Context: an optimization exercise on an open-source flow, tuned for small area and a short achievable clock period. The choices shown serve that exercise and are no tape-out recipe. Function was checked by simulation only, so behaviour that the tests miss may differ from the original.

==> inputs of 07-09 <==
==> flow/design.v <==
module sorting_network_top (
  input          clk_i,
  input          rst_i,
  input  [99:0]  data_i,
  input          data_valid_i,
  output [99:0]  data_o,
  output         data_valid_o
);
  sorting_network #(
    .NUMBER_WIDTH   ( 10 ),
    .NUMBERS_AMOUNT ( 10 )
  ) u_sorting_network (
    .clk_i        ( clk_i        ),
    .rst_i        ( rst_i        ),
    .data_i       ( data_i       ),
    .data_valid_i ( data_valid_i ),
    .data_o       ( data_o       ),
    .data_valid_o ( data_valid_o )
  );
endmodule

module sorting_network #(
  parameter int NUMBER_WIDTH   = 10,
  parameter int NUMBERS_AMOUNT = 10
)(
  input                                                 clk_i,
  input                                                 rst_i,
  input  [NUMBERS_AMOUNT - 1 : 0][NUMBER_WIDTH - 1 : 0] data_i,
  input                                                 data_valid_i,
  output [NUMBERS_AMOUNT - 1 : 0][NUMBER_WIDTH - 1 : 0] data_o,
  output                                                data_valid_o
);
localparam int N = NUMBERS_AMOUNT;
localparam int W = NUMBER_WIDTH;
function automatic logic gt_f( input logic [W - 1 : 0] a, input logic [W - 1 : 0] b );
  logic c;
  c = 1'b0;
  for( int i = 0; i < W; i++ )
    c = ( a[i] & ~b[i] ) | ( a[i] & c ) | ( ~b[i] & c );
  gt_f = c;
endfunction
function automatic logic [3 : 0] csa9_f( input logic [8 : 0] b );
  logic [2 : 0] s, c;
  logic         w1, w2a, w2b, w4;
  for( int g = 0; g < 3; g++ )
    begin
      s[g] = b[3 * g] ^ b[3 * g + 1] ^ b[3 * g + 2];
      c[g] = ( b[3 * g] & b[3 * g + 1] ) | ( b[3 * g] & b[3 * g + 2] ) | ( b[3 * g + 1] & b[3 * g + 2] );
    end
  w1  = s[0] ^ s[1] ^ s[2];
  w2a = ( s[0] & s[1] ) | ( s[0] & s[2] ) | ( s[1] & s[2] );
  w2b = c[0] ^ c[1] ^ c[2];
  w4  = ( c[0] & c[1] ) | ( c[0] & c[2] ) | ( c[1] & c[2] );
  csa9_f = { w4, w2b, w2a, w1 };
endfunction
function automatic logic [9 : 0] dec_f( input logic [3 : 0] r );
  logic [4 : 0] m;
  m[0] = ~r[3] & ~r[2] & ~r[1];
  m[1] = ~r[3] & ( r[2] ^ r[1] );
  m[2] = ( ~r[3] & r[2] & r[1] ) | ( r[3] & ~r[2] & ~r[1] );
  m[3] = r[3] & ( r[2] ^ r[1] );
  m[4] = r[3] & r[2] & r[1];
  for( int k = 0; k < 10; k++ )
    dec_f[k] = m[k / 2] & ( r[0] == k[0] );
endfunction
logic [N - 1 : 0][N - 1 : 0]  gt;
logic [N - 1 : 0][8 : 0]      votes;
logic [N - 1 : 0][3 : 0]      rank;
logic [N - 1 : 0][9 : 0]      sel;
logic [N - 1 : 0][W - 1 : 0]  sorted;
logic [N - 1 : 0][W - 1 : 0]  data_q1;
logic [N - 1 : 0][W - 1 : 0]  data_q2;
logic [N - 1 : 0][W - 1 : 0]  sorted_q;
logic [N - 1 : 0][N - 1 : 0]  gt_q;
logic [N - 1 : 0][3 : 0]      rank_q;
logic [2 : 0]                 valid_d;
always_comb
  begin
    gt = '0;
    for( int i = 0; i < N; i++ )
      for( int j = i + 1; j < N; j++ )
        gt[i][j] = gt_f( data_i[i], data_i[j] );
  end
always_comb
  for( int i = 0; i < N; i++ )
    begin
      for( int j = 0; j < N - 1; j++ )
        votes[i][j] = ( j < i ) ? !gt_q[j][i] : gt_q[i][j + 1];
      rank[i] = csa9_f( votes[i] );
    end
always_comb
  for( int k = 0; k < N; k++ )
    begin
      sorted[k] = '0;
      for( int i = 0; i < N; i++ )
        begin
          sel[i]    = dec_f( rank_q[i] );
          sorted[k] = sorted[k] | ( data_q2[i] & {W{sel[i][k]}} );
        end
    end
always_ff @( posedge clk_i )
  begin
    data_q1  <= data_i;
    for( int i = 0; i < N; i++ )
      for( int j = i + 1; j < N; j++ )
        gt_q[i][j] <= gt[i][j];
    data_q2  <= data_q1;
    rank_q   <= rank;
    sorted_q <= sorted;
  end
always_ff @( posedge clk_i, posedge rst_i )
  if( rst_i )
    valid_d <= '0;
  else
    valid_d <= { valid_d[1 : 0], data_valid_i };
assign data_o       = sorted_q;
assign data_valid_o = valid_d[2];
endmodule
==> flow/flow/run.sh <==
#!/bin/bash
# The standard layout (the standard.sh: ORFS synthesis through finish), with two
# changes to how ORFS builds it:
#  - the port buffers that buffer_ports inserts are buf_4 cells instead of the delay-cell
#    footprint it picks by default, and
#  - timing repair may resize cells across footprints (MATCH_CELL_FOOTPRINT=0).
# Every tool's output goes to ORFS's own logs; make's output goes to flow_make.log here.
set -euo pipefail
bash standard.sh MATCH_CELL_FOOTPRINT=0 "BUFFER_PORTS_ARGS=-buffer_cell sky130_fd_sc_hd__buf_4" finish > flow_make.log 2>&1
==> flow/standard.sh <==
#!/bin/bash
# synth_recipe.tcl (not shown) runs the flow's synth.tcl, then flattens the netlist and writes it again
# the make line also repeats each setting of config.mk as NAME=value (left out here)
make -C /OpenROAD-flow-scripts/flow DESIGN_CONFIG=/design/flow/config.mk WORK_HOME=/design/flow/orfs CLKGATE_MAP_FILE= SYNTH_SCRIPT=/design/flow/synth_recipe.tcl "${@:-finish}"
==> flow/config.mk <==
export PLATFORM = sky130hd
export DESIGN_NAME = sorting_network_top
export DESIGN_NICKNAME = sorting_network_top
export VERILOG_FILES = /design/flow/design.v
export SDC_FILE = /design/flow/constraint.sdc
export NUM_CORES = 4
export LEC_CHECK = 0
export CAP_MARGIN = 20
export CORE_MARGIN = 2
export CORE_UTILIZATION = 40
export CTS_CLUSTER_DIAMETER = 150
export CTS_CLUSTER_SIZE = 30
export SETUP_SLACK_MARGIN = 2.9
export SLEW_MARGIN = 20
==> flow/constraint.sdc <==
create_clock -name core_clock -period 5.0 [get_ports {clk_i}]
set_input_delay 1.0000 -clock core_clock [delete_from_list [all_inputs] [get_ports {clk_i}]]
set_output_delay 1.0000 -clock core_clock [all_outputs]
set_load 0.01 [all_outputs]
==> 06-06 (differences from 07-09) <==
==> flow/flow/run.sh (replaced) <==
#!/bin/bash
# The standard layout (the standard.sh: ORFS synthesis through finish), with these
# changes to how ORFS builds it:
#  - port buffers: buf_4 on every input, buf_2 on every output (flow/pre_gpl.tcl), instead
#    of the delay-cell footprint that buffer_ports picks by default,
#  - timing repair may resize cells across footprints (MATCH_CELL_FOOTPRINT=0), and
#  - the pins are placed with inputs on the left edge and outputs on the right (flow/io.tcl).
# Every tool's output goes to ORFS's own logs; make's output goes to flow_make.log here.
set -euo pipefail
bash standard.sh MATCH_CELL_FOOTPRINT=0 \
  "PRE_GLOBAL_PLACE_TCL=$PWD/flow/pre_gpl.tcl" \
  "BUFFER_PORTS_ARGS=-inputs -buffer_cell sky130_fd_sc_hd__buf_4" \
  "IO_CONSTRAINTS=$PWD/flow/io.tcl" finish > flow_make.log 2>&1
==> flow/flow/io.tcl (new file) <==
# Pin placement: every input on the left edge, every output on the right edge, so the
# pipeline runs from left to right and the all-pairs comparators sit near their inputs.
set_io_pin_constraint -direction INPUT -region left:*
set_io_pin_constraint -direction OUTPUT -region right:*
==> flow/flow/pre_gpl.tcl (new file) <==
# Output ports get buf_2 buffers (the standard buffer_ports call that follows then buffers
# the inputs only, with the cell BUFFER_PORTS_ARGS names).
buffer_ports -outputs -buffer_cell sky130_fd_sc_hd__buf_2
--- a/flow/config.mk
+++ b/flow/config.mk
@@ -8,7 +8,7 @@
 export CAP_MARGIN = 20
 export CORE_MARGIN = 2
 export CORE_UTILIZATION = 40
-export CTS_CLUSTER_DIAMETER = 150
-export CTS_CLUSTER_SIZE = 30
+export CTS_CLUSTER_DIAMETER = 100
+export CTS_CLUSTER_SIZE = 20
 export SETUP_SLACK_MARGIN = 2.9
 export SLEW_MARGIN = 20
==> comparison <==
07-09 finished with timing, DRC and antenna clean. 06-06 completed without violations. In sequential cell count, 06-06 and 07-09 do not differ. Cell count: 07-09 is larger than 06-06 (about 2.8%). Against 07-09, the non-clock buffer count of 06-06 is lower by 103. Sequential share of layout area: 07-09 is lower than 06-06 (1.2 points). In die area, 07-09 and 06-06 do not differ. Routed wire length: 07-09 is smaller than 06-06 (about 2.7%). Of 06-06 and 07-09, 06-06 has the higher count of clock-buffer cells in the layout (gap 9). Of 06-06 and 07-09, 07-09 has the higher worst hold slack (gap 0.032 ns). Utilization: 07-09 is higher than 06-06 (1.7 points). Register-to-register slack: 06-06 is worse than 07-09 (0.07 ns).

[afterwards: timing with drivers on the ports]
The results above use ideal ports. As a check the final layouts listed here were re-extracted and re-timed, cells and wires unchanged. Step 1, drivers: a clkbuf_16 drives clk_i and a buf_2 each remaining input, both assumed. Step 2 also shifts input and output timing later by t, the mid clock arrival at the registers, as if the neighbouring blocks saw the same clock. Three values: no drivers, after step 1, after step 2; two values: the first two.
run | shift t [ns] | setup slack, ns | clock arrival spread, ns | worst register clock-pin slew, ns | worst data-port slew with drivers (ns)
07-09 | 0.625 | 2.632 / 2.661 / 2.036 | 0.043 / 0.042 | 0.12 / 0.12 | 0.09
06-06 | 0.639 | 2.805 / 2.804 / 2.165 | 0.032 / 0.032 | 0.09 / 0.09 | 0.08
After both steps setup and hold are still met in every run listed. The setup slack of 06-06, which loses most, moves by -0.001 ns with the drivers and by -0.640 ns with both steps.
